Context: an optimization exercise on an open-source flow, tuned for small area. The choices shown serve that exercise and are no tape-out recipe. Function was checked by simulation only, so behaviour that the tests miss may differ from the original. No driver is modelled on the clock port, so clocking that relies on it looks cheaper here than on a real chip. Power figures rest on the tool's default switching activity, not on a simulated workload.

### design/flow/constraint.sdc
create_clock -name core_clock -period 8.0 [get_ports {iClk}]
set_input_delay 1.6000 -clock core_clock [delete_from_list [all_inputs] [get_ports {iClk}]]
set_output_delay 1.6000 -clock core_clock [all_outputs]
set_load 0.01 [all_outputs]
### design/flow/flow/run.sh
#!/bin/bash
# Standard ORFS layout, with clock tree synthesis told not to add dummy
# loads (cells that only balance the tree) and to use clkbuf_4 buffers,
# and with the smallest buffer on the ports.
set -euo pipefail
bash standard.sh \
  "CTS_ARGS=-sink_clustering_enable -repair_clock_nets -dont_use_dummy_load -buf_list sky130_fd_sc_hd__clkbuf_4" \
  "BUFFER_PORTS_ARGS=-buffer_cell sky130_fd_sc_hd__buf_1" \
  finish > standard.log 2>&1
### design/flow/standard.sh
#!/bin/bash
# synth_recipe.tcl (not shown) runs the flow's synth.tcl, then flattens the netlist and writes it again
# the make line also repeats each setting of config.mk as NAME=value (left out here)
make -C /OpenROAD-flow-scripts/flow DESIGN_CONFIG=/design/flow/config.mk WORK_HOME=/design/flow/orfs CLKGATE_MAP_FILE= SYNTH_SCRIPT=/design/flow/synth_recipe.tcl "${@:-finish}"
### design/flow/design.v
`timescale 1ns / 1ps
module uart_tx (
    input  wire iTxMode,    
    input  wire iStart,     
    input  wire iStop,      
    input  wire iBit,       
    output wire oTxSerial
  );
  assign oTxSerial = ~iTxMode | (~iStart & (iStop | iBit));
endmodule
`timescale 1ns / 1ps
module uart_rx (
    input  wire iClk,
    input  wire iRxSerial,
    output wire oRxSync
  );
  reg rRx1, rRx2;
  always @(posedge iClk) begin
    rRx1 <= iRxSerial;
    rRx2 <= rRx1;
  end
  assign oRxSync = rRx2;
endmodule
`timescale 1ns / 1ps
module uart_top (
    input  wire iClk, iRst,
    input  wire iRx,
    output wire oTx
  );
  localparam BIT = 1085;                  
  localparam [10:0] TERM = 11'b11001011101;   
  function [10:0] lfsr_next(input [10:0] s);
    lfsr_next = {s[9:0], s[10] ^ s[8]};
  endfunction
  function [10:0] lfsr_before(input integer k);
    integer i;
    reg [10:0] s;
    begin
      s = TERM;
      for (i = 0; i < k; i = i + 1)
        s = {s[0] ^ s[9], s[10:1]};
      lfsr_before = s;
    end
  endfunction
  localparam [10:0] L_IDLE = lfsr_before(BIT + 271);              
  localparam [10:0] L_BIT  = lfsr_before(BIT - 1);
  localparam [10:0] L_TXST = lfsr_before(BIT + 2);                
  localparam [10:0] L_RXST = lfsr_before((BIT - 272) + BIT);      
  localparam [10:0] L_RXLS = lfsr_before((BIT - 272) + BIT + 3);  
  wire wRx;
  uart_rx UART_RX_INST (.iClk(iClk), .iRxSerial(iRx), .oRxSync(wRx));
  reg        rTx;       
  reg [3:0]  rFrm;      
  reg [3:0]  rPh;       
  reg [10:0] rCnt;      
  reg [95:0] rBuf;
  wire wTerm = (rCnt == TERM);
  wire wPh0  = (rPh == 0);
  wire wPh9  = (rPh == 9);
  wire wPh8  = (rPh == 8);
  wire wIdle = ~rTx & wPh0;
  wire wLast = (rFrm == 11);
  wire wShift = wTerm & ~wPh0 & ~wPh9;
  reg [10:0] wLoad;
  always @(*) begin
    if (wIdle)
      wLoad = L_IDLE;
    else if (wPh8)
      wLoad = rTx ? L_TXST : wLast ? L_RXLS : L_RXST;
    else
      wLoad = L_BIT;
  end
  always @(posedge iClk) begin
    if (wShift)
      rBuf <= {wRx, rBuf[95:1]};
  end
  always @(posedge iClk) begin
    if (wIdle | wTerm)
      rCnt <= wLoad;
    else
      rCnt <= lfsr_next(rCnt);
  end
  always @(posedge iClk) begin
    if (iRst) begin
      rTx  <= 1'b0;
      rFrm <= 4'd0;
      rPh  <= 4'd0;
    end else if (wIdle ? ~wRx : wTerm) begin
      rPh <= wPh9 ? 4'd0 : rPh + 4'd1;
      if (wPh9) begin
        rFrm <= wLast ? 4'd0 : rFrm + 4'd1;
        if (wLast)
          rTx <= ~rTx;
      end
    end
  end
  uart_tx UART_TX_INST (.iTxMode(rTx), .iStart(wPh0), .iStop(wPh9),
                        .iBit(rBuf[0]), .oTxSerial(oTx));
endmodule
### design/flow/config.mk
export PLATFORM = sky130hd
export DESIGN_NAME = uart_top
export DESIGN_NICKNAME = uart_top
export VERILOG_FILES = /design/flow/design.v
export SDC_FILE = /design/flow/constraint.sdc
export NUM_CORES = 4
export LEC_CHECK = 0
export CAP_MARGIN = 20
export CORE_MARGIN = 2
export CORE_UTILIZATION = 70
export SLEW_MARGIN = 20
==> results.txt, run 1 <==
- Number of diodes: 0
- Slew @ Worst Pin: 0.7960 ns
- Max transition margin: 46.94%
- Hpwl dp: 2861 microns
- Sequential share of the synthesized area: 85.79%
- CP max stage delay: 0.39 ns
- Required time worst endpoint: 6.40 ns
- Max_cap viols: 0
- RSZ-0062 raised after global routing: false
- Critical path, cell by cell: nor2_1 > nand2_1 > a21oi_1 > o21ai_0 > buf_1
- Synth cell types: 39
- Period utilisation layout: 40.73%
- CTS tree: built
- Gp weighted congestion: 0.8852
- Placement Setup Slack: 5.256 ns
- Total die area: 6145 sq um
- Htree depth: 4
- Crit Path Max Fanout: 10
- CP arrival: 1.66 ns
- Status: timing/DRC/antenna clean
- Die W: 78.39 microns
- # rows: 27
- Die Y: 78.39 microns
- Hold Violations, Final: 0
- Synthesis-to-layout area growth: 5.588%
- Leak: 1.318 nW
- Vias in the first global route: 1644
- Largest net degree at the start of global routing: 97
- Skew-Pair Late Insertion Delay: 0.48 ns
- Worst-case vdd ir drop: 0.1684 mV
- Root buffer cell: clkbuf_4
- Mapped Area: 3874 sq um
- Max-slew violation count: 0
- Fmax: 0.3069 GHz
- Post-CTS Repair Setup Buffers: 0
- Worst hold slack: 0.3608 ns
- Routed len/inst: 17.88 microns
- Net count after synthesis: 206
- Post-synth EDFFs: 96
- CP Launch Type: register
- Mean area per synthesized cell: 19.18 sq um
- Most common cell in the netlist: edfxtp_1
- Crit. End Element: output pin
- Top post-synthesis cells by count: edfxtp_1 (96), dfxtp_1 (22), a21oi_1 (12), nand2_1 (12), o21ai_0 (6)
- Initial core utilization: 71.22%
- Fin nets: 224
- Predominant post-synthesis flop cell: edfxtp_1
- Overflow after GRT: 0
- Synth warn: 2
- Final worst slack: 4.742 ns
- # IOs: 4
- Buffers on Ports: 3
- Initial antenna violation count: 0
- Vias/cell: 5.910
- CTS Hold Buffers Added: 0
- GRT Overall Usage: 19.42%
- Post-synthesis cell count: 202
- Global-route wire length before repair: 8217 microns
- Clock skew: 0.03038 ns
- Filler Cell Count: 305
- Min Tclk post-route: 3.258 ns
- DRC marker count from the first detailed-route iteration: 156
- Final WL: 5186 microns
- CP max stage cell: dfxtp_1
- Bufs on Longest Clock Path: 2
- Power Density: 228.9 nW/um^2
- Vias: 1714
- Setup CP Type: reg2out
- Largest cells by area after synthesis: edfxtp_1 (74%), dfxtp_1 (11%), a21oi_1 (1.6%)
- Worst hold path class: reg2reg
- Util after Layout: 75.20%
- CTS Sinks: 118
- Post-CTS Resized: 0
- Final antenna-violating net count: 0
- Worst-path clk slew: 0.09 ns
- Cell Count, Final, Fillers Out: 290
- Area of the multi-input gates: 511.7 sq um
- Post-synth top area cell: edfxtp_1
- Placed Cells: 273
- Synth top area share: 74.42%
- Setup TNS Final: 0 ns
- First-pass DRT Iterations: 5
- Core area: 5439 sq um
- Flop and latch count out of synthesis: 118
- Register area: 3323 sq um
- Ys async rst share: 0%
- DRC Markers: 0
- Number of buffers created by CTS: 17
- Share of cells above drive strength 1: 11.93%
- Final setup violating endpoints: 0
worst max-delay path: cells and delay by family (launching register included):
family                 cells  cell delay [ns]
buffers and inverters      1             0.13
flip-flops                 1             0.39
AO/OA/AOI/OAI              2             0.24
AND/OR/NAND/NOR            2             0.43
final cells by class:
class | count | area share [%]
flip-flops and latches | 118 | 81.25
multi-input cells | 75 | 12.51
repair buffers | 4 | 0.5506
well taps | 72 | 2.203
clock buffers | 17 | 3.120
inverters | 4 | 0.3671
worst paths after layout:
check,from,to,cells past startpoint,slack (ns)
max,rPh[1],oTx,5,4.74
max reg2reg,rCnt[5],rBuf[60],4,5.90
min,UART_RX_INST.rRx1,UART_RX_INST.rRx2,0,0.36
min reg2reg,UART_RX_INST.rRx1,UART_RX_INST.rRx2,0,0.36
flip-flops by register name, indices dropped and copies added (netlist names):
name / flops
UART_RX_INST.rRx1: 1
UART_RX_INST.rRx2: 1
rBuf: 96
rCnt: 11
rFrm: 4
rPh: 4
rTx: 1
layer usage:
layer	vias up	share of wire, %	GRT usage (%)
met2	50	46	26.38
met3	8	5.5	8.161
met5	-	0	0
met1	837	48	28.15
met4	0	1.2	8.421
li1	819	-	-
cells by family after synthesis:
| group | share of synthesized area, % |
|---|---|
| xor gates and xnor gates | 0.4523 |
| AOI/OAI and AO/OA | 4.813 |
| DFF | 85.79 |
| buffers and inverters | 1.292 |
| adders and majority gates | 0.3229 |
| and+or+nand+nor | 7.332 |
metrics by stage:
stage               power (W)  area (sq um)
CTS                 0.0009476          4086
global route        0.0009731          4090
finish              0.0009362          4090
global placement    0.0006866          3959
detailed placement  0.0006872          3959
floorplan           0.0006847          3874
cells in the final DEF (no fill, tap or decap), types with 3 or more instances in the layout:
master	Yosys	routed
a21oi_1	12	11
o21ai_0	6	6
nand2b_1	3	3
buf_1	1	3
clkbuf_4	0	17
nand2_1	12	12
inv_1	4	4
dfxtp_1	22	22
a211oi_1	3	3
nor2_1	5	5
edfxtp_1	96	96
or4_1	3	3
where the power goes:
part | total (W) | internal [W] | leakage, nW | switching (W)
clock | 0.000263 | 0.0000970 | 0.0782 | 0.000166
sequential | 0.000662 | 0.000658 | 1.04 | 0.00000378
combinational | 0.0000118 | 0.00000522 | 0.197 | 0.00000659
total | 0.000936 | 0.000760 | 1.32 | 0.000176
==> run 2: changes to the inputs <==
--- a/design/flow/design.v
+++ b/design/flow/design.v
@@ -27,8 +27,8 @@
     input  wire iRx,
     output wire oTx
   );
-  localparam BIT = 1085;                  
-  localparam [10:0] TERM = 11'b11001011101;   
+  localparam BIT = 1085;                       
+  localparam [10:0] TERM = 11'b11001011101;    
   function [10:0] lfsr_next(input [10:0] s);
     lfsr_next = {s[9:0], s[10] ^ s[8]};
   endfunction
@@ -50,17 +50,23 @@
   wire wRx;
   uart_rx UART_RX_INST (.iClk(iClk), .iRxSerial(iRx), .oRxSync(wRx));
   reg        rTx;       
-  reg [3:0]  rFrm;      
   reg [3:0]  rPh;       
   reg [10:0] rCnt;      
-  reg [95:0] rBuf;
-  wire wTerm = (rCnt == TERM);
-  wire wPh0  = (rPh == 0);
-  wire wPh9  = (rPh == 9);
-  wire wPh8  = (rPh == 8);
-  wire wIdle = ~rTx & wPh0;
-  wire wLast = (rFrm == 11);
-  wire wShift = wTerm & ~wPh0 & ~wPh9;
+  reg [3:0]  rFrm;      
+  reg [4:0]  rDistA;    
+  reg [1:0]  rDistB;    
+  reg [95:0] rRing;
+  reg        rHold;     
+  reg        rOut;      
+  wire wTerm  = (rCnt == TERM);
+  wire wPh0   = (rPh == 0);
+  wire wPh9   = (rPh == 9);
+  wire wPh8   = (rPh == 8);
+  wire wData  = ~wPh0 & ~wPh9;
+  wire wIdle  = ~rTx & wPh0;
+  wire wBump  = wTerm & wData;                
+  wire wMatch = ~|rDistA & ~|rDistB;
+  wire wLast  = (rFrm == 11);
   reg [10:0] wLoad;
   always @(*) begin
     if (wIdle)
@@ -71,10 +77,6 @@
       wLoad = L_BIT;
   end
   always @(posedge iClk) begin
-    if (wShift)
-      rBuf <= {wRx, rBuf[95:1]};
-  end
-  always @(posedge iClk) begin
     if (wIdle | wTerm)
       rCnt <= wLoad;
     else
@@ -83,8 +85,8 @@
   always @(posedge iClk) begin
     if (iRst) begin
       rTx  <= 1'b0;
+      rPh  <= 4'd0;
       rFrm <= 4'd0;
-      rPh  <= 4'd0;
     end else if (wIdle ? ~wRx : wTerm) begin
       rPh <= wPh9 ? 4'd0 : rPh + 4'd1;
       if (wPh9) begin
@@ -94,6 +96,30 @@
       end
     end
   end
+  always @(posedge iClk) begin
+    if (iRst) begin
+      rDistA <= 5'd0;
+      rDistB <= 2'd0;
+    end else if (!wBump) begin
+      rDistA <= {rDistA[3:0], rDistA[4] ^ rDistA[2] ^ ~|rDistA[3:0]};
+      rDistB <= {rDistB[0], ~|rDistB};
+    end
+  end
+  always @(posedge iClk) begin
+    rRing <= {(~rTx & wMatch) ? rHold : rRing[0], rRing[95:1]};
+  end
+  always @(posedge iClk) begin
+    if (~rTx) begin
+      if (wBump)
+        rHold <= wRx;                         
+    end else if (wMatch) begin
+      rHold <= wData ? rRing[2] : rRing[1];
+    end
+  end
+  always @(posedge iClk) begin
+    if (wTerm)
+      rOut <= rHold;
+  end
   uart_tx UART_TX_INST (.iTxMode(rTx), .iStart(wPh0), .iStop(wPh9),
-                        .iBit(rBuf[0]), .oTxSerial(oTx));
+                        .iBit(rOut), .oTxSerial(oTx));
 endmodule
--- a/design/flow/flow/run.sh
+++ b/design/flow/flow/run.sh
@@ -6,4 +6,5 @@
 bash standard.sh \
   "CTS_ARGS=-sink_clustering_enable -repair_clock_nets -dont_use_dummy_load -buf_list sky130_fd_sc_hd__clkbuf_4" \
   "BUFFER_PORTS_ARGS=-buffer_cell sky130_fd_sc_hd__buf_1" \
+  RECOVER_POWER=100 \
   finish > standard.log 2>&1
==> results.txt, run 2 <==
- CP max stage delay: 0.38 ns (was 0.39 ns)
- Max_cap viols: 0 (unchanged)
- Number of diodes: 0 (unchanged)
- Synth warn: 2 (unchanged)
- CP max stage cell: dfxtp_1 (unchanged)
- Largest Register: rRing (was rBuf)
- Worst-case vdd ir drop: 0.1854 mV (was 0.1684 mV)
- Required time worst endpoint: 6.40 ns (about the same)
- Commonest non-fill, non-tap cells in the layout: dfxtp_1 (125), nor2_1 (17), clkbuf_4 (17), mux2i_1 (12) (was edfxtp_1 (96), dfxtp_1 (22), clkbuf_4 (17), nand2_1 (12), a21oi_1 (11))
- Die Y: 73.33 microns (was 78.39 microns)
- Overall Power: 0.0009590 W (was 0.0009362 W)
- Leak: 1.458 nW (was 1.318 nW)
- Setup TNS Final: 0 ns (unchanged)
- Max-slew violation count: 0 (unchanged)
- Ys async rst share: 0% (unchanged)
- Total die area: 5377 sq um (was 6145 sq um)
- CTS Hold Buffers Added: 0 (unchanged)
- Power Density: 275.6 nW/um^2 (was 228.9 nW/um^2)
- Net count after synthesis: 246 (was 206)
- Sequential share of the synthesized area: 76.16% (was 85.79%)
- Post-synthesis cell count: 242 (was 202)
- GRT Overall Usage: 20.99% (was 19.42%)
- Largest cells by area after synthesis: dfxtp_1 (74%), mux2i_1 (3.6%), nor2_1 (1.9%) (was edfxtp_1 (74%), dfxtp_1 (11%), a21oi_1 (1.6%))
- Setup CP Type: reg2out (unchanged)
- Post-route cell area: 3480 sq um (was 4090 sq um)
- Crit. End Element: output pin (unchanged)
- Post-synth top area cell: dfxtp_1 (was edfxtp_1)
- Bufs on Longest Clock Path: 2 (unchanged)
- # rows: 25 (was 27)
- Gp weighted congestion: 0.8758 (was 0.8852)
- CP arrival: 1.66 ns (about the same)
- Cell Area, Placed: 3383 sq um (was 3959 sq um)
- Hpwl dp: 3071 microns (was 2861 microns)
- Max transition margin: 30.66% (was 46.94%)
- Buffers on Ports: 3 (unchanged)
- Initial core utilization: 71.71% (was 71.22%)
- # IOs: 4 (unchanged)
- Share of cells above drive strength 1: 10.98% (was 11.93%)
- CP Launch Type: register (unchanged)
- Vias in the first global route: 1741 (was 1644)
- Mean area per synthesized cell: 13.90 sq um (was 19.18 sq um)
- Vias/cell: 5.550 (was 5.910)
- Post-synth EDFFs: 2 (was 96)
- Root buffer cell: clkbuf_4 (unchanged)
- Fmax: 0.3066 GHz (was 0.3069 GHz)
- Crit Path Max Fanout: 10 (unchanged)
- Routed len/inst: 15.14 microns (was 17.88 microns)
- Util after Layout: 74.16% (was 75.20%)
- Regs by FF count: rRing x96, rCnt x11, rDistA x5 (was rBuf x96, rCnt x11)
- Htree depth: 4 (unchanged)
- Min Tclk post-route: 3.262 ns (was 3.258 ns)
- Core area: 4692 sq um (was 5439 sq um)
- Post-CTS Resized: 0 (unchanged)
- Final setup violating endpoints: 0 (unchanged)
- DRC Markers: 0 (unchanged)
- Synth top area share: 74.38% (was 74.42%)
- Most common cell in the netlist: dfxtp_1 (was edfxtp_1)
- Hold Violations, Final: 0 (unchanged)
- Post-CTS Repair Setup Buffers: 0 (unchanged)
- Slew @ Worst Pin: 1.039 ns (was 0.7960 ns)
- Period utilisation layout: 40.78% (was 40.73%)
- Filler Cell Count: 301 (was 305)
- Synthesis-to-layout area growth: 3.421% (was 5.588%)
- Final antenna-violating net count: 0 (unchanged)
- Mapped Area: 3364 sq um (was 3874 sq um)
- Global-route wire length before repair: 8073 microns (was 8217 microns)
- Critical path, cell by cell: or2_0 > nor3_1 > o21ai_0 > buf_1 (was nor2_1 > nand2_1 > a21oi_1 > o21ai_0 > buf_1)
- Largest net degree at the start of global routing: 17 (was 97)
- First-pass DRT Iterations: 4 (was 5)
- Commonest non-fill, non-tap cell in the layout: dfxtp_1 (was edfxtp_1)
- CTS tree: built (unchanged)
- Number of buffers created by CTS: 17 (unchanged)
- Top post-synthesis cells by count: dfxtp_1 (125), nor2_1 (17), mux2i_1 (12) (was edfxtp_1 (96), dfxtp_1 (22), a21oi_1 (12), nand2_1 (12), o21ai_0 (6))
- Fin nets: 261 (was 224)
- Clock skew: 0.03452 ns (was 0.03038 ns)
- Initial antenna violation count: 0 (unchanged)
- RSZ-0062 raised after global routing: false (unchanged)
- Synth cell types: 46 (was 39)
- Overflow after GRT: 0 (unchanged)
- Worst-path clk slew: 0.09 ns (about the same)
- Final WL: 4679 microns (was 5186 microns)
- DRC marker count from the first detailed-route iteration: 86 (was 156)
- Vias: 1715 (was 1714)
- Worst hold path class: reg2reg (unchanged)
- Predominant post-synthesis flop cell: dfxtp_1 (was edfxtp_1)
- Die W: 73.33 microns (was 78.39 microns)
- Status: timing/DRC/antenna clean (unchanged)
- CTS Sinks: 127 (was 118)
- Skew-Pair Late Insertion Delay: 0.48 ns (about the same)
- Max FFs per register: 96 (unchanged)
- Flop and latch count out of synthesis: 127 (was 118)
-- run 2: cell types whose count changed after synthesis, sizes merged, moves of 3 or more --
cell	before	now
dfxtp	22	125
edfxtp	96	2
nor2	5	19
mux2i	0	12
a21oi	12	8
inv	4	8
nand2	12	8
nand3	2	5
or3	1	4
-- run 2: cell type report --
class | instances | area (sq um) | share of cell area [%]
timing repair buffer | 3 | 11.26 | 0.3236
multi-input combinational | 100 | 680.7 | 19.56
inverter | 8 | 30.03 | 0.8630
clock buffer | 17 | 127.6 | 3.668
tap | 54 | 67.56 | 1.942
sequential | 127 | 2562 | 73.64
-- run 2: worst max-delay path: cells and delay by family, from the launching register on --
kind,cells,cell delay [ns]
compound gates,1,0.13
buf+inv,1,0.15
flops,1,0.38
simple gates,2,0.55
-- run 2: path summary, 6_finish.rpt --
check,slack (ns),depth (start not counted),end,startpoint
max,4.74,4,oTx,rPh[1]
min reg2reg,0.31,0,rRing[58],rRing[59]
max reg2reg,5.89,4,rDistA[0],rPh[1]
min,0.31,0,rRing[58],rRing[59]
-- run 2: kinds of logic (layout without fill, tap and decap cells) --
logic type | count (synthesis) | count (layout) | share of synthesized area, %
compound gates | 27 | 27 | 5.876
xor+xnor | 2 | 2 | 0.5207
fa+ha+maj | 1 | 1 | 0.3718
buf+inv | 15 | 28 | 2.677
flops | 127 | 127 | 76.16
mux | 13 | 13 | 3.905
simple gates | 57 | 57 | 10.49
-- run 2: where the power goes --
part           internal, W  switching [W]
Clock            0.0000972       0.000171
Combinational   0.00000927      0.0000112
Sequential        0.000660      0.0000101
-- run 2: metal layers --
| metal | GRT usage (%) | share of wire [%] | routed length (microns) | vias up |
|---|---|---|---|---|
| met5 | 0 | 0 | 0 | - |
| met4 | 11.92 | 2.1 | 100 | 0 |
| met3 | 8.368 | 4.3 | 202 | 9 |
| met2 | 31.13 | 47 | 2220 | 43 |
| met1 | 26.14 | 46 | 2156 | 825 |
| li1 | - | - | - | 838 |
-- run 2: per-stage QoR --
stage | hold WS, ns | cells | setup slack [ns]
after floorplan | 0.3096 | 242 | 5.359
after global placement | 0.3136 | 292 | 5.303
after detailed placement | 0.3121 | 292 | 5.253
after CTS | 0.3081 | 309 | 4.736
after global routing | 0.3005 | 309 | 4.611
final | 0.3077 | 309 | 4.738
==> run 3: changes to the inputs <==
--- a/design/flow/flow/run.sh
+++ b/design/flow/flow/run.sh
@@ -6,5 +6,4 @@
 bash standard.sh \
   "CTS_ARGS=-sink_clustering_enable -repair_clock_nets -dont_use_dummy_load -buf_list sky130_fd_sc_hd__clkbuf_4" \
   "BUFFER_PORTS_ARGS=-buffer_cell sky130_fd_sc_hd__buf_1" \
-  RECOVER_POWER=100 \
   finish > standard.log 2>&1
==> results.txt, run 3 <==
- Vias in the first global route: 1741 (unchanged)
- Period utilisation layout: 40.57% (was 40.78%)
- Min-delay src: rRing[59] (unchanged)
- Largest net degree at the start of global routing: 17 (unchanged)
- Status: timing/DRC/antenna clean (unchanged)
- DRC Markers: 0 (unchanged)
- R2r startpoint: rCnt[8] (was rPh[1])
- Largest cells by area after synthesis: dfxtp_1 (74%), mux2i_1 (3.6%), nor2_1 (1.9%) (unchanged)
- Slew @ Worst Pin: 0.5247 ns (was 1.039 ns)
- Final setup violating endpoints: 0 (unchanged)
- Area of the multi-input gates: 711.9 sq um (was 680.7 sq um)
- Number of diodes: 0 (unchanged)
- Post-synthesis cell count: 242 (unchanged)
- Synth top area share: 74.38% (unchanged)
- Ys async rst share: 0% (unchanged)
- Vias/cell: 5.508 (was 5.550)
- Global-route wire length before repair: 8073 microns (unchanged)
- CP arrival: 1.65 ns (was 1.66 ns)
- Crit. End Element: output pin (unchanged)
- Root buffer cell: clkbuf_4 (unchanged)
- Worst R2R Path Depth: 4 (unchanged)
- Worst path buffer plus inverter count: 1 (unchanged)
- Final antenna-violating net count: 0 (unchanged)
- Top post-synthesis cells by count: dfxtp_1 (125), nor2_1 (17), mux2i_1 (12) (unchanged)
- CTS Hold Buffers Added: 0 (unchanged)
- Routed len/inst: 15.18 microns (was 15.14 microns)
- Synthesis-to-layout area growth: 4.351% (was 3.421%)
- Reg-to-reg slack, setup: 6.23 ns (was 5.89 ns)
- Initial antenna violation count: 0 (unchanged)
- Largest Register: rRing (unchanged)
- Hold Violations, Final: 0 (unchanged)
- Min Tclk post-route: 3.246 ns (was 3.262 ns)
- Critical path depth in cells: 4 (unchanged)
- Net count after synthesis: 246 (unchanged)
- Share of cells above drive strength 1: 12.94% (was 10.98%)
- # IOs: 4 (unchanged)
- Post-CTS Repair Setup Buffers: 0 (unchanged)
- CP Launch Type: register (unchanged)
- Setup TNS Final: 0 ns (unchanged)
- Synth cell types: 46 (unchanged)
- Predominant post-synthesis flop cell: dfxtp_1 (unchanged)
- RR Endpoint: rCnt[4] (was rDistA[0])
- Filler Cell Count: 293 (was 301)
- Die W: 73.33 microns (unchanged)
- Leak: 1.461 nW (was 1.458 nW)
- Critical path launch point: rPh[3] (was rPh[1])
- Bufs on Longest Clock Path: 2 (unchanged)
- Placement Setup Slack: 5.253 ns (unchanged)
- Setup CP Type: reg2out (unchanged)
- Clock skew: 0.03419 ns (was 0.03452 ns)
- Commonest non-fill, non-tap cells in the layout: dfxtp_1 (125), nor2_1 (17), clkbuf_4 (17), mux2i_1 (12) (unchanged)
- Gp weighted congestion: 0.8758 (unchanged)
- Post-CTS Resized: 0 (unchanged)
- Worst-case vdd ir drop: 0.1855 mV (was 0.1854 mV)
- Worst Hold Depth: 0 (unchanged)
- Vias: 1702 (was 1715)
- Regs by FF count: rRing x96, rCnt x11, rDistA x5 (unchanged)
- Most common cell in the netlist: dfxtp_1 (unchanged)
- Crit Path Max Fanout: 8 (was 10)
- Die Y: 73.33 microns (unchanged)
- Synth warn: 2 (unchanged)
- Flop and latch count out of synthesis: 127 (unchanged)
- Register area: 2562 sq um (unchanged)
- Final worst slack: 4.754 ns (was 4.738 ns)
- Max-slew violation count: 0 (unchanged)
- # rows: 25 (unchanged)
- Skew-Pair Late Insertion Delay: 0.48 ns (about the same)
- Worst-path clk slew: 0.09 ns (about the same)
- Mapped Area: 3364 sq um (unchanged)
- Critical path, cell by cell: and4bb_4 > nor2_1 > o21ai_0 > buf_1 (was or2_0 > nor3_1 > o21ai_0 > buf_1)
- Initial core utilization: 71.71% (unchanged)
- GRT Overall Usage: 20.99% (unchanged)
- Worst hold slack: 0.3071 ns (was 0.3077 ns)
- RSZ-0062 raised after global routing: false (unchanged)
- Required time worst endpoint: 6.40 ns (about the same)
- DRC marker count from the first detailed-route iteration: 115 (was 86)
- Max FFs per register: 96 (unchanged)
- Buffers on Ports: 3 (unchanged)
- CP max stage cell: dfxtp_1 (unchanged)
- Post-synth EDFFs: 2 (unchanged)
- Overflow after GRT: 0 (unchanged)
- Commonest non-fill, non-tap cell in the layout: dfxtp_1 (unchanged)
- CTS tree: built (unchanged)
- Total die area: 5377 sq um (unchanged)
- Crit path max-delay family: flip-flops (was simple AND/OR/NAND/NOR gates)
- Max transition margin: 65.02% (was 30.66%)
- Fmax: 0.3081 GHz (was 0.3066 GHz)
- Mean area per synthesized cell: 13.90 sq um (unchanged)
- Max_cap viols: 0 (unchanged)
- CP max stage delay: 0.52 ns (was 0.38 ns)
- Overall Power: 0.0009593 W (was 0.0009590 W)
- First-pass DRT Iterations: 6 (was 4)
- Number of buffers created by CTS: 17 (unchanged)
- CTS Sinks: 127 (unchanged)
- Hold Path Sink: rRing[58] (unchanged)
- Post-synth top area cell: dfxtp_1 (unchanged)
- Util after Layout: 74.83% (was 74.16%)
- Power Density: 273.2 nW/um^2 (was 275.6 nW/um^2)
- Worst hold path class: reg2reg (unchanged)
- Hpwl dp: 3071 microns (unchanged)
- Core area: 4692 sq um (unchanged)
- Fin nets: 261 (unchanged)
- Final WL: 4692 microns (was 4679 microns)
- Sequential share of the synthesized area: 76.16% (unchanged)
- Htree depth: 4 (unchanged)
==> run 3: power breakdown <==
part / total, W / internal, W / switching [W]
clock: 0.000267 / 0.0000973 / 0.000170
sequential: 0.000670 / 0.000660 / 0.0000102
combinational: 0.0000218 / 0.0000101 / 0.0000117
total: 0.000959 / 0.000768 / 0.000192
==> run 3: metrics by stage <==
stage / cells / cell area [sq um]
floorplan: 242 / 3364
global placement: 292 / 3383
detailed placement: 292 / 3383
CTS: 309 / 3511
global route: 309 / 3511
finish: 309 / 3511
==> run 3: area by class of cell <==
| class | count | share of cell area (%) |
|---|---|---|
| inverters | 8 | 0.8553 |
| well taps | 54 | 1.924 |
| clock buffers | 17 | 3.635 |
| repair buffers | 3 | 0.3207 |
| flip-flops and latches | 127 | 72.99 |
| multi-input cells | 100 | 20.28 |
==> run 3: worst max path at each step <==
stage / endpoint
finish: oTx
global route: oTx
CTS: oTx
detailed placement: oTx
global placement: oTx
floorplan: oTx
==> run 3: logic make-up after synthesis <==
group	synth area share (%)
xor+xnor	0.5207
fa+ha+maj	0.3718
simple gates	10.49
flops	76.16
mux	3.905
buf+inv	2.677
compound gates	5.876
==> run 3: layer usage <==
layer	GRT usage [%]	up-vias	wire, microns
met5	0	-	0
met4	11.92	0	92
met3	8.368	8	211
met2	31.13	37	2233
met1	26.14	816	2154
li1	-	841	-
==> run 4: changes to the inputs <==
==> design/flow/flow/run.sh (replaced) <==
#!/bin/bash
# Standard ORFS layout, with:
#  - clock tree synthesis told not to add dummy loads (cells that only
#    balance the tree) and to use clkbuf_4 buffers;
#  - the smallest buffer on the ports;
#  - before clock tree synthesis, every logic cell swapped for the smallest
#    cell of its family, then slew, capacitance and timing repaired
#    (flow/downsize.tcl);
#  - power recovery at global routing, which downsizes cells off the
#    critical paths.
set -euo pipefail
here=$(pwd)
bash standard.sh \
  "CTS_ARGS=-sink_clustering_enable -repair_clock_nets -dont_use_dummy_load -buf_list sky130_fd_sc_hd__clkbuf_4" \
  "BUFFER_PORTS_ARGS=-buffer_cell sky130_fd_sc_hd__buf_1" \
  "PRE_CTS_TCL=$here/flow/downsize.tcl" \
  RECOVER_POWER=100 \
  finish > standard.log 2>&1
==> design/flow/flow/downsize.tcl (new file) <==
# Area recovery before clock tree synthesis: swap each logic cell for the
# smallest cell of its family (same function, lowest drive), then let
# repair_design and repair_timing restore any slew, capacitance or timing
# limit that the swap breaks.
set ds_count 0
set ds_saved 0.0
foreach inst [get_cells *] {
  set ref [get_property $inst ref_name]
  set lc [get_lib_cells -quiet $ref]
  if {$lc eq ""} { continue }
  set name [get_property $lc name]
  if {![regexp {^(sky130_fd_sc_hd__[a-z0-9]+)_([0-9]+)$} $name -> base drv]} { continue }
  if {[regexp {dfxtp|dfrtp|edfxtp|clkbuf|clkinv|tapvpwr|fill|decap|conb} $base]} { continue }
  set best $name
  set best_area [get_property $lc area]
  foreach c [get_lib_cells ${base}_*] {
    set cn [get_property $c name]
    if {![regexp "^${base}_\[0-9\]+\$" $cn]} { continue }
    if {[get_property $c dont_use]} { continue }
    set a [get_property $c area]
    if {$a < $best_area} { set best $cn; set best_area $a }
  }
  if {$best ne $name} {
    set ds_saved [expr {$ds_saved + [get_property $lc area] - $best_area}]
    replace_cell $inst $best
    incr ds_count
  }
}
puts "downsize: $ds_count cells swapped, [format %.1f $ds_saved] um2 saved"
estimate_parasitics -placement
repair_design
repair_timing -setup
==> results.txt, run 4 <==
- Most common cell in the netlist: dfxtp_1 (unchanged)
- Filler Cell Count: 314 (was 293)
- Period utilisation layout: 40.54% (was 40.57%)
- RSZ-0062 raised after global routing: false (unchanged)
- Buffers on Ports: 3 (unchanged)
- Vias in the first global route: 1756 (was 1741)
- Comb power frac: 2.1% (was 2.3%)
- CP max stage delay: 0.38 ns (was 0.52 ns)
- Predominant post-synthesis flop cell: dfxtp_1 (unchanged)
- Final WL: 4732 microns (was 4692 microns)
- Leak: 1.445 nW (was 1.461 nW)
- Total die area: 5377 sq um (unchanged)
- Slew @ Worst Pin: 1.035 ns (was 0.5247 ns)
- Max transition margin: 30.96% (was 65.02%)
- Post-synth EDFFs: 2 (unchanged)
- Setup TNS Final: 0 ns (unchanged)
- Top post-synthesis cells by count: dfxtp_1 (125), nor2_1 (17), mux2i_1 (12) (unchanged)
- Post-synth top area cell: dfxtp_1 (unchanged)
- Initial antenna violation count: 0 (unchanged)
- Internal power: 0.0007664 W (was 0.0007676 W)
- Max FFs per register: 96 (unchanged)
- DRC marker count from the first detailed-route iteration: 86 (was 115)
- Switching Fraction: 20.07% (was 19.98%)
- Number of buffers created by CTS: 17 (unchanged)
- Worst hold path class: reg2reg (unchanged)
- Status: timing/DRC/antenna clean (unchanged)
- Clock skew: 0.03464 ns (was 0.03419 ns)
- Mean area per synthesized cell: 13.90 sq um (unchanged)
- Worst-case vdd ir drop: 0.1854 mV (was 0.1855 mV)
- Sequential share of the synthesized area: 76.16% (unchanged)
- Largest cells by area after synthesis: dfxtp_1 (74%), mux2i_1 (3.6%), nor2_1 (1.9%) (unchanged)
- Vias: 1705 (was 1702)
- Crit Path Max Fanout: 10 (was 8)
- Max_cap viols: 0 (unchanged)
- Setup CP Type: reg2out (unchanged)
- First-pass DRT Iterations: 4 (was 6)
- Synthesis-to-layout area growth: 2.343% (was 4.351%)
- Hold Violations, Final: 0 (unchanged)
- Crit. End Element: output pin (unchanged)
- Post-CTS Resized: 0 (unchanged)
- CP arrival: 1.64 ns (was 1.65 ns)
- Final setup violating endpoints: 0 (unchanged)
- Min Tclk post-route: 3.243 ns (was 3.246 ns)
- Max-slew violation count: 0 (unchanged)
- Power Density: 278.5 nW/um^2 (was 273.2 nW/um^2)
- Clock share of power: 28.0% (was 27.8%)
- Core area: 4692 sq um (unchanged)
- GRT Overall Usage: 21.17% (was 20.99%)
- Post-synthesis cell count: 242 (unchanged)
- CP max stage cell: dfxtp_1 (unchanged)
- Hpwl dp: 3071 microns (unchanged)
- Post-route cell area: 3443 sq um (was 3511 sq um)
- Fin nets: 261 (unchanged)
- Number of diodes: 0 (unchanged)
- Final antenna-violating net count: 0 (unchanged)
- Ys async rst share: 0% (unchanged)
- Fmax: 0.3084 GHz (was 0.3081 GHz)
- Worst-path clk slew: 0.09 ns (about the same)
- Overflow after GRT: 0 (unchanged)
- Gp weighted congestion: 0.8758 (unchanged)
- Required time worst endpoint: 6.40 ns (about the same)
- Share of cells above drive strength 1: 7.451% (was 12.94%)
- Commonest non-fill, non-tap cell in the layout: dfxtp_1 (unchanged)
- # IOs: 4 (unchanged)
- Synth cell types: 46 (unchanged)
- Largest Register: rRing (unchanged)
- CP Launch Type: register (unchanged)
- Synth warn: 2 (unchanged)
- Cell Area, Placed: 3383 sq um (unchanged)
- Worst path buffer plus inverter count: 1 (unchanged)
- Vias/cell: 5.518 (was 5.508)
- CTS Sinks: 127 (unchanged)
- Die W: 73.33 microns (unchanged)
- Commonest non-fill, non-tap cells in the layout: dfxtp_1 (125), nor2_1 (19), clkbuf_4 (17), mux2i_1 (12) (was dfxtp_1 (125), nor2_1 (17), clkbuf_4 (17), mux2i_1 (12))
- Skew-Pair Late Insertion Delay: 0.48 ns (about the same)
- Regs by FF count: rRing x96, rCnt x11, rDistA x5 (unchanged)
- Largest net degree at the start of global routing: 17 (unchanged)
- Synth top area share: 74.38% (unchanged)
- CTS Hold Buffers Added: 0 (unchanged)
- CTS tree: built (unchanged)
- Critical path, cell by cell: or2_0 > nor3_1 > o21ai_0 > buf_1 (was and4bb_4 > nor2_1 > o21ai_0 > buf_1)
- Die Y: 73.33 microns (unchanged)
- Global-route wire length before repair: 8162 microns (was 8073 microns)
- Flop pwr share: 69.9% (about the same)
- Routed len/inst: 15.31 microns (was 15.18 microns)
- Initial core utilization: 71.71% (unchanged)
- Net count after synthesis: 246 (unchanged)
- Final worst slack: 4.757 ns (was 4.754 ns)
- Placement Setup Slack: 5.253 ns (unchanged)
- DRC Markers: 0 (unchanged)
- Mapped Area: 3364 sq um (unchanged)
- Sw Pwr: 0.0001924 W (was 0.0001917 W)
- Flop and latch count out of synthesis: 127 (unchanged)
- # rows: 25 (unchanged)
- Crit path max-delay family: simple AND/OR/NAND/NOR gates (was flip-flops)
- Post-CTS Repair Setup Buffers: 0 (unchanged)
==> run 4: cell counts after synthesis <==
No cell type changed its count.
==> run 4: area by class of cell <==
type	count	area (sq um)	area share (%)
clock buffers	17	127.6	3.706
inverters	8	30.03	0.8721
multi-input cells	100	644.4	18.71
repair buffers	3	11.26	0.3270
well taps	54	67.56	1.962
flip-flops and latches	127	2562	74.42
==> run 4: power groups by stage <==
stage / sequential, W / clock (W) / combinational, W
CTS: 0.000671 / 0.000277 / 0.0000198
floorplan: 0.000680 / 0 / 0.0000196
finish: 0.000670 / 0.000269 / 0.0000198
global route: 0.000673 / 0.000306 / 0.0000218
global placement: 0.000684 / 0 / 0.0000207
detailed placement: 0.000685 / 0 / 0.0000216
==> run 4: path summary, 6_finish.rpt <==
path	start	slack [ns]	end	cells after the start
worst max-delay path	rPh[1]	4.76	oTx	4
worst min-delay path	rRing[59]	0.31	rRing[58]	0
worst max register to register	rPh[1]	5.92	rDistA[0]	4
worst min register to register	rRing[59]	0.31	rRing[58]	0
==> run 4: routing by layer <==
metal | routed length (microns) | up-vias | GRT usage [%]
li1 | - | 837 | -
met1 | 2182 | 819 | 26.42
met2 | 2243 | 40 | 31.33
met3 | 206 | 9 | 8.368
met4 | 100 | 0 | 12.12
met5 | 0 | - | 0
==> run 4: cell families (layout without fill, tap and decap cells) <==
| kind of cell | count (synthesis) | after routing | synth area share, % |
|---|---|---|---|
| AOI/OAI and AO/OA | 27 | 27 | 5.876 |
| xor gates and xnor gates | 2 | 2 | 0.5207 |
| buffers and inverters | 15 | 28 | 2.677 |
| muxes | 13 | 13 | 3.905 |
| DFF | 127 | 127 | 76.16 |
| and+or+nand+nor | 57 | 57 | 10.49 |
| adders and majority gates | 1 | 1 | 0.3718 |
==> run 4: metrics by stage <==
step,utilization (%),total power (W),hold slack (ns),std cells
4_1_cts,73.39,0.0009675,0.3081,309
5_1_grt,73.39,0.001001,0.3005,309
3_5_place_dp,72.11,0.0007063,0.3121,292
6_report,73.39,0.0009589,0.3075,309
3_3_place_gp,72.11,0.0007044,0.3136,292
2_1_floorplan,-,0.0006996,0.3096,242
==> run 5: changes to the inputs <==
--- a/design/flow/design.v
+++ b/design/flow/design.v
@@ -28,7 +28,7 @@
     output wire oTx
   );
   localparam BIT = 1085;                       
-  localparam [10:0] TERM = 11'b11001011101;    
+  localparam [10:0] TERM = 11'b00101110111;    
   function [10:0] lfsr_next(input [10:0] s);
     lfsr_next = {s[9:0], s[10] ^ s[8]};
   endfunction
@@ -59,14 +59,14 @@
   reg        rHold;     
   reg        rOut;      
   wire wTerm  = (rCnt == TERM);
-  wire wPh0   = (rPh == 0);
-  wire wPh9   = (rPh == 9);
-  wire wPh8   = (rPh == 8);
-  wire wData  = ~wPh0 & ~wPh9;
+  wire wData  = |rPh[2:0];
+  wire wPh0   = ~rPh[3] & ~wData;
+  wire wPh9   = rPh[3] & ~wData;
+  wire wPh8   = rPh[2] & ~rPh[1] & ~rPh[0];
   wire wIdle  = ~rTx & wPh0;
   wire wBump  = wTerm & wData;                
   wire wMatch = ~|rDistA & ~|rDistB;
-  wire wLast  = (rFrm == 11);
+  wire wLast  = (rFrm == 4'b1010);
   reg [10:0] wLoad;
   always @(*) begin
     if (wIdle)
@@ -88,21 +88,18 @@
       rPh  <= 4'd0;
       rFrm <= 4'd0;
     end else if (wIdle ? ~wRx : wTerm) begin
-      rPh <= wPh9 ? 4'd0 : rPh + 4'd1;
+      rPh <= {rPh[2:0], (rPh[0] | ~rPh[2]) ^ rPh[3]};
       if (wPh9) begin
-        rFrm <= wLast ? 4'd0 : rFrm + 4'd1;
+        rFrm <= {rFrm[2], ~rFrm[3], rFrm[0], ~|rFrm[1:0]};
         if (wLast)
           rTx <= ~rTx;
       end
     end
   end
   always @(posedge iClk) begin
-    if (iRst) begin
-      rDistA <= 5'd0;
-      rDistB <= 2'd0;
-    end else if (!wBump) begin
-      rDistA <= {rDistA[3:0], rDistA[4] ^ rDistA[2] ^ ~|rDistA[3:0]};
-      rDistB <= {rDistB[0], ~|rDistB};
+    if (iRst | ~wBump) begin
+      rDistA <= {rDistA[3:0], rDistA[4] ^ rDistA[2] ^ ~|rDistA[3:0]} & {5{~iRst}};
+      rDistB <= {rDistB[0], ~|rDistB} & {2{~iRst}};
     end
   end
   always @(posedge iClk) begin
--- a/design/flow/config.mk
+++ b/design/flow/config.mk
@@ -7,5 +7,5 @@
 export LEC_CHECK = 0
 export CAP_MARGIN = 20
 export CORE_MARGIN = 2
-export CORE_UTILIZATION = 70
+export CORE_UTILIZATION = 85
 export SLEW_MARGIN = 20
==> results.txt, run 5 <==
- Status: aborted with a tool error (was timing/DRC/antenna clean)
- Stopped at: 3_5_place_dp
- Error: Error: detail_place.tcl, 38 bad optional access
- Mean area per synthesized cell: 14.82 sq um (was 13.90 sq um)
- # rows: 22 (was 25)
- Sequential share of the synthesized area: 82.64% (was 76.16%)
- Simple-gate portion of the synthesized area: 10.17% (was 10.49%)
- # IOs: 4 (unchanged)
- Net count after synthesis: 218 (was 246)
- Synth top area share: 74.16% (was 74.38%)
- Initial core utilization: 87.67% (was 71.71%)
- Most common cell in the netlist: dfxtp_1 (unchanged)
- Post-synthesis cell count: 215 (was 242)
- Largest cells by area after synthesis: dfxtp_1 (74%), edfxtp_1 (8.5%), nor2_1 (1.4%) (was dfxtp_1 (74%), mux2i_1 (3.6%), nor2_1 (1.9%))
- Predominant post-synthesis flop cell: dfxtp_1 (unchanged)
- Post-synth EDFFs: 9 (was 2)
- Dominant combinational cell family by area after synthesis: simple AND/OR/NAND/NOR gates (unchanged)
- Post-Synth Adder-Cell Area: 0% (was 0.3719%)
- Post-synth top area cell: dfxtp_1 (unchanged)
- Synth cell types: 34 (was 46)
- Ys async rst share: 0% (unchanged)
- Flop and latch count out of synthesis: 127 (unchanged)
- Post-synthesis compound-gate area fraction: 4.046% (was 5.876%)
- Synth warn: 2 (unchanged)
- Die W: 65.22 microns (was 73.33 microns)
- Gp weighted congestion: 0.7778 (was 0.8758)
- Mapped Area: 3186 sq um (was 3364 sq um)
- Buffers on Ports: 3 (unchanged)
- Top post-synthesis cells by count: dfxtp_1 (118), nor2_1 (12), nand2_1 (11) (was dfxtp_1 (125), nor2_1 (17), mux2i_1 (12))
- Mux share of post-synthesis cell area: 1.610% (was 3.905%)
- Post-synthesis xor/xnor area fraction: 0.5499% (was 0.5206%)
- Die Y: 65.22 microns (was 73.33 microns)
[run 5: how the worst max path moves through the flow]
stage | start | to | slack, ns
after global placement | rPh[2] | oTx | 5.21
after floorplan | rPh[2] | oTx | 5.29
[run 5: cell families after synthesis]
| group | Yosys count |
|---|---|
| XOR/XNOR | 2 |
| multiplexers | 5 |
| buffers and inverters | 6 |
| AND/OR/NAND/NOR | 56 |
| flip-flops | 127 |
| AO/OA/AOI/OAI | 19 |
[run 5: power by group through the flow]
stage / Sequential [W] / Clock, W / Combinational, W
global placement: 0.000689 / 0 / 0.0000156
floorplan: 0.000686 / 0 / 0.0000141
[run 5: stage by stage]
step,cell area [sq um],total power [W]
after floorplan,3186,0.0007001
after global placement,3229,0.0007051
==> run 6: changes to the inputs <==
--- a/design/flow/config.mk
+++ b/design/flow/config.mk
@@ -7,5 +7,5 @@
 export LEC_CHECK = 0
 export CAP_MARGIN = 20
 export CORE_MARGIN = 2
-export CORE_UTILIZATION = 85
+export CORE_UTILIZATION = 78
 export SLEW_MARGIN = 20
==> results.txt, run 6 <==
- Most common cell in the netlist: dfxtp_1 (unchanged)
- Leak: 1.295 nW
- Number of diodes: 0
- Status: timing/DRC/antenna clean (was aborted with a tool error)
- Critical path launch point: rPh[2]
- Hpwl dp: 2772 microns
- GRT Overall Usage: 22.61%
- Routed len/inst: 15.65 microns
- Largest cells by area after synthesis: dfxtp_1 (74%), edfxtp_1 (8.5%), nor2_1 (1.4%) (unchanged)
- Power Density: 286.8 nW/um^2
- Fmax: 0.2999 GHz
- Slew @ Worst Pin: 1.261 ns
- Flop and latch count out of synthesis: 127 (unchanged)
- Largest net degree at the start of global routing: 19
- Max FFs per register: 96
- Die Y: 67.91 microns (was 65.22 microns)
- Vias in the first global route: 1484
- Regs by FF count: rRing x96, rCnt x11, rDistA x5
- Total die area: 4611 sq um
- Hold Violations, Final: 0
- Register area: 2633 sq um
- Net count after synthesis: 218 (unchanged)
- Max transition margin: 15.13%
- Post-synth top area cell: dfxtp_1 (unchanged)
- Global-route wire length before repair: 6934 microns
- DRC Markers: 0
- Period utilisation layout: 41.68%
- Share of cells above drive strength 1: 7.826%
- Mapped Area: 3186 sq um (unchanged)
- Fin nets: 235
- Required time worst endpoint: 6.40 ns
- Area of the multi-input gates: 503.0 sq um
- Top post-synthesis cells by count: dfxtp_1 (118), nor2_1 (12), nand2_1 (11) (unchanged)
- Synth top area share: 74.16% (unchanged)
- Initial antenna violation count: 0
- Cell Area, Placed: 3232 sq um
- RR Endpoint: rFrm[3]
- Synth cell types: 34 (unchanged)
- Final setup violating endpoints: 0
- Worst-path clk slew: 0.10 ns
- Ys async rst share: 0% (unchanged)
- Skew-Pair Late Insertion Delay: 0.45 ns
- Predominant post-synthesis flop cell: dfxtp_1 (unchanged)
- Max-slew violation count: 0
- Buffers on Ports: 3 (unchanged)
- RSZ-0062 raised after global routing: false
- DRC marker count from the first detailed-route iteration: 89
- Commonest non-fill, non-tap cells in the layout: dfxtp_1 (118), clkbuf_4 (17), nor2_1 (12), nand2_1 (11), edfxtp_1 (9)
- CTS tree: built
- Sequential share of the synthesized area: 82.64% (unchanged)
- CP arrival: 1.73 ns
- Crit Path Max Fanout: 10
- Initial core utilization: 80.21% (was 87.67%)
- CTS Sinks: 127
- Number of buffers created by CTS: 17
- Max_cap viols: 0
- Synthesis-to-layout area growth: 4.870%
- Core area: 3971 sq um
- Post-synth EDFFs: 9 (unchanged)
- Final antenna-violating net count: 0
- Worst-case vdd ir drop: 0.1794 mV
- Post-CTS Resized: 0
- Clock skew: 0.02224 ns
- Synth warn: 2 (unchanged)
- Vias/cell: 5.325
- Reg-to-reg slack, setup: 5.46 ns
- Overall Power: 0.0009582 W
- R2r startpoint: rPh[2]
- Die W: 67.91 microns (was 65.22 microns)
- Vias: 1491
- Setup TNS Final: 0 ns
- Worst Hold Depth: 0
- CP Launch Type: register
- Setup CP Type: reg2out
- First-pass DRT Iterations: 4
- Min-delay src: rRing[18]
- Post-CTS Repair Setup Buffers: 0
- Commonest non-fill, non-tap cell in the layout: dfxtp_1
- # IOs: 4 (unchanged)
- Min Tclk post-route: 3.334 ns
- CTS Hold Buffers Added: 0
- Overflow after GRT: 0
- Largest Register: rRing
- Crit. End Element: output pin
- Worst hold path class: reg2reg
- Worst R2R Path Depth: 4
- Final WL: 4382 microns
- Hold Path Sink: rRing[17]
- Post-route cell area: 3341 sq um
- Mean area per synthesized cell: 14.82 sq um (unchanged)
- Filler Cell Count: 204
- Gp weighted congestion: 0.9150 (was 0.7778)
- Post-synthesis cell count: 215 (unchanged)
- # rows: 23 (was 22)
run 6: cell counts after synthesis:
No cell type changed its count.
run 6: cell type report:
cell class | count | area share, %
sequential | 127 | 78.80
multi-input combinational | 82 | 15.06
clock buffer | 17 | 3.820
tap | 50 | 1.873
timing repair buffer | 3 | 0.3371
inverter | 1 | 0.1124
run 6: worst max path at each step:
| stage | end | depth (start not counted) |
|---|---|---|
| after floorplan | oTx | 3 |
| final | oTx | 3 |
| after detailed placement | rDistB[0] | 2 |
| after global routing | oTx | 3 |
| after global placement | oTx | 3 |
| after CTS | oTx | 3 |
run 6: layer usage:
metal  routed length (microns)  vias to the layer above  track usage [%]  share of wire, %
met1                      2132                      706            28.06                49
met2                      2037                       25            32.23                46
met3                       118                        6            9.868               2.7
met4                        94                        0            14.75               2.1
li1                          -                      754                -                 -
met5                         0                        -                0                 0
run 6: critical path, cell delays in order (launching register included):
cell and delay, ns:
dfxtp_1 0.40, or4b_1 0.60, nand3_1 0.13, buf_1 0.16
run 6: cells by family after synthesis:
family / share of synthesized area, %
compound gates: 4.046
buf+inv: 0.9816
flops: 82.64
mux: 1.610
xor+xnor: 0.5500
simple gates: 10.17
run 6: stage by stage:
step	hold slack (ns)	util [%]	std cells	setup slack, ns
final	0.3097	84.12	280	4.666
after global routing	0.3146	84.12	280	4.524
after CTS	0.3074	84.12	280	4.598
after detailed placement	0.3121	81.38	263	5.105
after global placement	0.3095	81.38	263	5.170
after floorplan	0.3096	-	215	5.290
run 6: where the power goes:
group,switching (W),internal (W)
Sequential,0.0000102,0.000667
Clock,0.000167,0.0000974
Combinational,0.00000947,0.00000749
==> run 7: changes to the inputs <==
--- a/design/flow/config.mk
+++ b/design/flow/config.mk
@@ -7,5 +7,5 @@
 export LEC_CHECK = 0
 export CAP_MARGIN = 20
 export CORE_MARGIN = 2
-export CORE_UTILIZATION = 78
+export CORE_UTILIZATION = 70
 export SLEW_MARGIN = 20
==> results.txt, run 7 <==
- Final antenna-violating net count: 0 (unchanged)
- Crit path max-delay family: simple AND/OR/NAND/NOR gates (unchanged)
- Hpwl dp: 2686 microns (was 2772 microns)
- Leak: 1.294 nW (was 1.295 nW)
- Gp weighted congestion: 0.7321 (was 0.9150)
- First-pass DRT Iterations: 4 (unchanged)
- Clock share of power: 27.6% (about the same)
- Status: timing/DRC/antenna clean (unchanged)
- Flop and latch count out of synthesis: 127 (unchanged)
- Total die area: 5107 sq um (was 4611 sq um)
- Required time worst endpoint: 6.40 ns (about the same)
- Synthesis-to-layout area growth: 4.949% (was 4.870%)
- CTS tree: built (unchanged)
- GRT Overall Usage: 20.15% (was 22.61%)
- Vias: 1478 (was 1491)
- Largest Register: rRing (unchanged)
- Worst hold path class: reg2reg (unchanged)
- Final WL: 4330 microns (was 4382 microns)
- Area of the multi-input gates: 503.0 sq um (unchanged)
- Vias/cell: 5.241 (was 5.325)
- Max_cap viols: 0 (unchanged)
- Worst R2R Path Depth: 4 (unchanged)
- Critical path depth in cells: 3 (unchanged)
- Setup CP Type: reg2out (unchanged)
- Worst Hold Depth: 0 (unchanged)
- Synth top area share: 74.16% (unchanged)
- CP Launch Type: register (unchanged)
- Largest net degree at the start of global routing: 19 (unchanged)
- Ys async rst share: 0% (unchanged)
- Worst path buffer plus inverter count: 1 (unchanged)
- Die W: 71.46 microns (was 67.91 microns)
- CTS Hold Buffers Added: 0 (unchanged)
- Top post-synthesis cells by count: dfxtp_1 (118), nor2_1 (12), nand2_1 (11) (unchanged)
- Register area: 2633 sq um (unchanged)
- Cell Area, Placed: 3234 sq um (was 3232 sq um)
- GR Layer Usage met3: 9.705% (was 9.868%)
- GR peak layer: met2 (unchanged)
- Routed len/inst: 15.35 microns (was 15.65 microns)
- Share of cells above drive strength 1: 8.261% (was 7.826%)
- Synth warn: 2 (unchanged)
- Post-CTS Repair Setup Buffers: 0 (unchanged)
- # IOs: 4 (unchanged)
- Worst-case vdd ir drop: 0.1827 mV (was 0.1794 mV)
- Largest cells by area after synthesis: dfxtp_1 (74%), edfxtp_1 (8.5%), nor2_1 (1.4%) (unchanged)
- Hold Violations, Final: 0 (unchanged)
- RSZ-0062 raised after global routing: false (unchanged)
- Internal power: 0.0007714 W (was 0.0007716 W)
- Overflow after GRT: 0 (unchanged)
- Post-synthesis cell count: 215 (unchanged)
- Max-slew violation count: 0 (unchanged)
- Commonest non-fill, non-tap cells in the layout: dfxtp_1 (118), clkbuf_4 (17), nor2_1 (12), nand2_1 (11), edfxtp_1 (9) (unchanged)
- Post-route cell area: 3343 sq um (was 3341 sq um)
- Filler Cell Count: 262 (was 204)
- Flop pwr share: 70.6% (about the same)
- Max FFs per register: 96 (unchanged)
- Period utilisation layout: 41.29% (was 41.68%)
- Worst hold slack: 0.3116 ns (was 0.3097 ns)
- Grt met1 use: 25.94% (was 28.06%)
- DRC Markers: 0 (unchanged)
- DRC marker count from the first detailed-route iteration: 50 (was 89)
- Post-synth top area cell: dfxtp_1 (unchanged)
- Crit Path Max Fanout: 10 (unchanged)
- Crit. End Element: output pin (unchanged)
- Regs by FF count: rRing x96, rCnt x11, rDistA x5 (unchanged)
- CP max stage cell: or4b_1 (unchanged)
- Core area: 4384 sq um (was 3971 sq um)
- Clock skew: 0.03500 ns (was 0.02224 ns)
- Number of buffers created by CTS: 17 (unchanged)
- CTS Sinks: 127 (unchanged)
- Initial antenna violation count: 0 (unchanged)
- Commonest non-fill, non-tap cell in the layout: dfxtp_1 (unchanged)
- Mapped Area: 3186 sq um (unchanged)
- Comb power frac: 1.8% (about the same)
- Mean area per synthesized cell: 14.82 sq um (unchanged)
- Fmax: 0.3027 GHz (was 0.2999 GHz)
- CP max stage delay: 0.60 ns (about the same)
- Sequential share of the synthesized area: 82.64% (unchanged)
- Slew @ Worst Pin: 1.154 ns (was 1.261 ns)
- Max transition margin: 22.38% (was 15.13%)
- Net count after synthesis: 218 (unchanged)
- Predominant post-synthesis flop cell: dfxtp_1 (unchanged)
- Setup TNS Final: 0 ns (unchanged)
- Buffers on Ports: 3 (unchanged)
- Final setup violating endpoints: 0 (unchanged)
- Critical path, cell by cell: or4b_1 > nand3_1 > buf_1 (unchanged)
- Sw Pwr: 0.0001868 W (was 0.0001866 W)
- CP arrival: 1.70 ns (was 1.73 ns)
- Synth cell types: 34 (unchanged)
- Skew-Pair Late Insertion Delay: 0.48 ns (was 0.45 ns)
- Switching Fraction: 19.49% (was 19.47%)
- Min Tclk post-route: 3.303 ns (was 3.334 ns)
- Die Y: 71.46 microns (was 67.91 microns)
- Number of diodes: 0 (unchanged)
- Global-route wire length before repair: 7176 microns (was 6934 microns)
- Most common cell in the netlist: dfxtp_1 (unchanged)
- Post-synth EDFFs: 9 (unchanged)
- # rows: 24 (was 23)
- Initial core utilization: 72.66% (was 80.21%)
- Power Density: 286.6 nW/um^2 (was 286.8 nW/um^2)
- Fin nets: 235 (unchanged)
- Post-CTS Resized: 0 (unchanged)
- Vias in the first global route: 1469 (was 1484)
- Routing usage on met2: 27.67% (was 32.23%)
- Worst-path clk slew: 0.10 ns (about the same)
-- run 7: cell families (layout without fill, tap and decap cells) --
group,after synthesis,after routing,share of synthesized area [%]
muxes,5,5,1.610
xor gates and xnor gates,2,2,0.5500
DFF,127,127,82.64
buffers and inverters,6,21,0.9816
and+or+nand+nor,56,56,10.17
AOI/OAI and AO/OA,19,19,4.046
-- run 7: stage by stage --
stage	total power (W)	cells	utilization, %	setup WS (ns)
finish	0.0009582	282	76.26	4.697
detailed placement	0.0007073	265	73.77	5.161
floorplan	0.0007001	215	-	5.290
global placement	0.0007054	265	73.77	5.204
global route	0.0009982	282	76.26	4.601
CTS	0.0009666	282	76.26	4.657
-- run 7: power by group through the flow --
stage / registers (W) / clock network (W) / logic (W)
floorplan: 0.000686 / 0 / 0.0000141
global placement: 0.000690 / 0 / 0.0000158
detailed placement: 0.000691 / 0 / 0.0000165
CTS: 0.000677 / 0.000273 / 0.0000166
global route: 0.000680 / 0.000300 / 0.0000187
finish: 0.000677 / 0.000265 / 0.0000168
-- run 7: final cells by class --
| type | instances | area share, % |
|---|---|---|
| sequential | 127 | 78.74 |
| multi-input combinational | 82 | 15.04 |
| clock buffer | 17 | 3.817 |
| tap | 52 | 1.946 |
| timing repair buffer | 3 | 0.3368 |
| inverter | 1 | 0.1123 |
-- run 7: path summary, 6_finish.rpt --
| check | startpoint | to | slack [ns] |
|---|---|---|---|
| worst max-delay path | rPh[2] | oTx | 4.70 |
| worst min-delay path | rRing[91] | rRing[90] | 0.31 |
| worst max register to register | rPh[2] | rFrm[1] | 5.63 |
| worst min register to register | rRing[91] | rRing[90] | 0.31 |
-- run 7: routing by layer --
metal / wire length [microns] / vias up
met2: 1951 / 33
met5: 0 / -
met3: 185 / 9
met4: 100 / 0
li1: - / 748
met1: 2093 / 688
-- run 7: worst register-to-register path, delay by kind of cell, from the launching register on --
kind / cells / cell delay (ns)
simple gates: 3 / 1.54
mux: 1 / 0.29
flops: 1 / 0.39
==> run 8: changes to the inputs <==
--- a/design/flow/flow/run.sh
+++ b/design/flow/flow/run.sh
@@ -1,5 +1,8 @@
 #!/bin/bash
 # Standard ORFS layout, with:
+#  - synthesis as standard, except that ABC maps the logic for area
+#    (flow/abc_area.script in place of ORFS's abc_speed.script; the
+#    registers are mapped before ABC runs, so they are the standard ones);
 #  - clock tree synthesis told not to add dummy loads (cells that only
 #    balance the tree) and to use clkbuf_4 buffers;
 #  - the smallest buffer on the ports;
@@ -10,6 +13,10 @@
 #    critical paths.
 set -euo pipefail
 here=$(pwd)
+rm -rf "$here/scripts_area"
+cp -r "$FLOW_HOME/scripts" "$here/scripts_area"
+cp "$here/flow/abc_area.script" "$here/scripts_area/abc_speed.script"
+bash standard.sh "SCRIPTS_DIR=$here/scripts_area" synth > synth.log 2>&1
 bash standard.sh \
   "CTS_ARGS=-sink_clustering_enable -repair_clock_nets -dont_use_dummy_load -buf_list sky130_fd_sc_hd__clkbuf_4" \
   "BUFFER_PORTS_ARGS=-buffer_cell sky130_fd_sc_hd__buf_1" \
==> design/flow/flow/abc_area.script (new file) <==
strash
dch
amap
topo
dnsize -c
==> results.txt, run 8 <==
- Comb power frac: 10.3% (was 1.8%)
- CTS Hold Buffers Added: 0 (unchanged)
- Net count after synthesis: 221 (was 218)
- Post-synthesis cell count: 218 (was 215)
- Area of the multi-input gates: 395.4 sq um (was 503.0 sq um)
- Slew @ Worst Pin: 0.7782 ns (was 1.154 ns)
- Flop and latch count out of synthesis: 127 (unchanged)
- Internal power: 0.0008571 W (was 0.0007714 W)
- Synth cell types: 21 (was 34)
- Setup CP Type: reg2out (unchanged)
- Worst Hold Depth: 0 (unchanged)
- Share of cells above drive strength 1: 7.143% (was 8.261%)
- Regs by FF count: rRing x96, rCnt x11, rDistA x5 (unchanged)
- RSZ-0062 raised after global routing: false (unchanged)
- Flop pwr share: 66.1% (was 70.6%)
- Final worst slack: 4.581 ns (was 4.697 ns)
- Hold Violations, Final: 0 (unchanged)
- Crit Path Max Fanout: 6 (was 10)
- Final antenna-violating net count: 0 (unchanged)
- Synthesis-to-layout area growth: 6.597% (was 4.949%)
- CP max stage delay: 0.35 ns (was 0.60 ns)
- Min Tclk post-route: 3.419 ns (was 3.303 ns)
- Clock skew: 0.03471 ns (was 0.03500 ns)
- Setup TNS Final: 0 ns (unchanged)
- Commonest non-fill, non-tap cells in the layout: dfxtp_1 (118), clkinv_1 (17), clkbuf_4 (17), nor2_1 (12), a21oi_1 (10) (was dfxtp_1 (118), clkbuf_4 (17), nor2_1 (12), nand2_1 (11), edfxtp_1 (9))
- Worst-case vdd ir drop: 0.2089 mV (was 0.1827 mV)
- Largest cells by area after synthesis: dfxtp_1 (76%), edfxtp_1 (8.7%), clkinv_1 (2.1%) (was dfxtp_1 (74%), edfxtp_1 (8.5%), nor2_1 (1.4%))
- Switching Fraction: 24.65% (was 19.49%)
- Commonest non-fill, non-tap cell in the layout: dfxtp_1 (unchanged)
- Number of buffers created by CTS: 17 (unchanged)
- Mapped Area: 3092 sq um (was 3186 sq um)
- DRC marker count from the first detailed-route iteration: 83 (was 50)
- Placed Cells: 273 (was 265)
- Crit. End Element: output pin (unchanged)
- Predominant post-synthesis flop cell: dfxtp_1 (unchanged)
- Worst-path clk slew: 0.10 ns (about the same)
- Sequential share of the synthesized area: 85.15% (was 82.64%)
- Sw Pwr: 0.0002804 W (was 0.0001868 W)
- Buffers on Ports: 3 (unchanged)
- Post-CTS Resized: 0 (unchanged)
- Hpwl dp: 2498 microns (was 2686 microns)
- Ys async rst share: 0% (unchanged)
- # rows: 24 (unchanged)
- Power Density: 345.2 nW/um^2 (was 286.6 nW/um^2)
- Top post-synthesis cells by count: dfxtp_1 (118), clkinv_1 (17), nor2_1 (12) (was dfxtp_1 (118), nor2_1 (12), nand2_1 (11))
- CTS tree: built (unchanged)
- CP Launch Type: register (unchanged)
- Crit path max-delay family: simple AND/OR/NAND/NOR gates (unchanged)
- Max FFs per register: 96 (unchanged)
- Total die area: 4965 sq um (was 5107 sq um)
- First-pass DRT Iterations: 4 (unchanged)
- Global-route wire length before repair: 7010 microns (was 7176 microns)
- Overall Power: 0.001138 W (was 0.0009582 W)
- Post-synth EDFFs: 9 (unchanged)
- Worst hold path class: reg2reg (unchanged)
- Post-synth top area cell: dfxtp_1 (unchanged)
- Period utilisation layout: 42.73% (was 41.29%)
- Final WL: 4054 microns (was 4330 microns)
- Largest net degree at the start of global routing: 17 (was 19)
- Skew-Pair Late Insertion Delay: 0.48 ns (about the same)
- Worst path buffer plus inverter count: 2 (was 1)
- Worst hold slack: 0.3156 ns (was 0.3116 ns)
- Max-slew violation count: 0 (unchanged)
- Register area: 2633 sq um (unchanged)
- Overflow after GRT: 0 (unchanged)
- Vias/cell: 5.193 (was 5.241)
- Clock share of power: 23.6% (was 27.6%)
- Core area: 4294 sq um (was 4384 sq um)
- Number of diodes: 0 (unchanged)
- Vias: 1506 (was 1478)
- Initial core utilization: 72.00% (was 72.66%)
- Required time worst endpoint: 6.40 ns (about the same)
- Synth warn: 2 (unchanged)
- Post-CTS Repair Setup Buffers: 0 (unchanged)
- CTS Sinks: 127 (unchanged)
- Fin nets: 243 (was 235)
- Initial antenna violation count: 0 (unchanged)
- Worst R2R Path Depth: 9 (was 4)
- Mean area per synthesized cell: 14.18 sq um (was 14.82 sq um)
- Leak: 1.286 nW (was 1.294 nW)
- Filler Cell Count: 264 (was 262)
- Vias in the first global route: 1540 (was 1469)
- Synth top area share: 76.41% (was 74.16%)
- Max transition margin: 47.64% (was 22.38%)
- Die W: 70.46 microns (was 71.46 microns)
- Final setup violating endpoints: 0 (unchanged)
- Critical path, cell by cell: nor3_1 > clkinv_1 > nor2_1 > a21oi_1 > nand2_1 > buf_1 (was or4b_1 > nand3_1 > buf_1)
- # IOs: 4 (unchanged)
- Largest Register: rRing (unchanged)
- Critical path depth in cells: 6 (was 3)
- Most common cell in the netlist: dfxtp_1 (unchanged)
- Cell Count, Final, Fillers Out: 290 (was 282)
- Gp weighted congestion: 0.9054 (was 0.7321)
- Max_cap viols: 0 (unchanged)
- Routed len/inst: 13.98 microns (was 15.35 microns)
- Status: timing/DRC/antenna clean (unchanged)
- CP max stage cell: dfxtp_1 (was or4b_1)
- Die Y: 70.46 microns (was 71.46 microns)
- CP arrival: 1.82 ns (was 1.70 ns)
- GRT Overall Usage: 19.94% (was 20.15%)
- Fmax: 0.2925 GHz (was 0.3027 GHz)
- DRC Markers: 0 (unchanged)
- Placement Setup Slack: 5.086 ns (was 5.161 ns)
[run 8: cell count changes in the layout (fill, tap and decap cells not counted), sizes merged, moves of 4 or more]
cell | previous run | this run
clkinv | 0 | 17
nand2 | 11 | 7
nand2b | 6 | 0
or2 | 0 | 7
mux2i | 4 | 0
a21oi | 6 | 10
or3 | 5 | 1
o21ai | 1 | 9
[run 8: worst register-to-register path, cell delays in order (launching register included)]
cell	delay, ns
dfxtp_1	0.32
clkinv_1	0.08
or3_1	0.39
nor4_1	0.60
nor2_1	0.28
a21oi_1	0.41
nand2_1	0.24
nor2_1	0.19
nor2_1	0.06
a211oi_1	0.21
[run 8: final cells by class]
class | instances | share of cell area [%]
Clock buffer | 17 | 3.872
Sequential cell | 127 | 79.88
Tap cell | 52 | 1.974
Timing Repair Buffer | 3 | 0.3417
Inverter | 17 | 1.936
Multi-Input combinational cell | 74 | 12.00
[run 8: path summary, 6_finish.rpt]
path                            slack (ns)       from        end
worst max-delay path                  4.58     rPh[1]        oTx
worst min-delay path                  0.32  rRing[72]  rRing[71]
worst max register to register        5.16    rCnt[6]        rTx
worst min register to register        0.32  rRing[72]  rRing[71]
[run 8: logic make-up (layout without fill, tap and decap cells)]
family / after synthesis / in the layout / synth area share, %
buffers and inverters: 17 / 37 / 2.064
AO/OA/AOI/OAI: 30 / 30 / 5.707
AND/OR/NAND/NOR: 44 / 44 / 7.082
flip-flops: 127 / 127 / 85.15
[run 8: routing by layer]
layer  GRT usage [%]  vias up  wire (microns)
li1                -      758               -
met1           23.98      703            1895
met2           28.83       38            1899
met3           10.97        7             219
met4           10.26        0              40
met5               0        -               0
[run 8: power by group through the flow]
stage	sequential (W)	clock [W]	combinational [W]
2_1_floorplan	0.000753	0	0.0000893
3_3_place_gp	0.000760	0	0.000107
3_5_place_dp	0.000765	0	0.000115
4_1_cts	0.000753	0.000276	0.000117
5_1_grt	0.000760	0.000299	0.000135
6_report	0.000752	0.000268	0.000117
[run 8: metrics by stage]
stage	utilization (%)	cell area (sq um)
2_1_floorplan	-	3092
3_3_place_gp	73.78	3168
3_5_place_dp	73.78	3168
4_1_cts	76.75	3296
5_1_grt	76.75	3296
6_report	76.75	3296

Setup slack of run 8, layout unchanged: 4.581 ns with ideal ports, 4.558 ns with driving cells assumed (clock clkbuf_16, inputs buf_2), 5.045 ns with port delays also shifted by the 0.487 ns mid clock arrival.
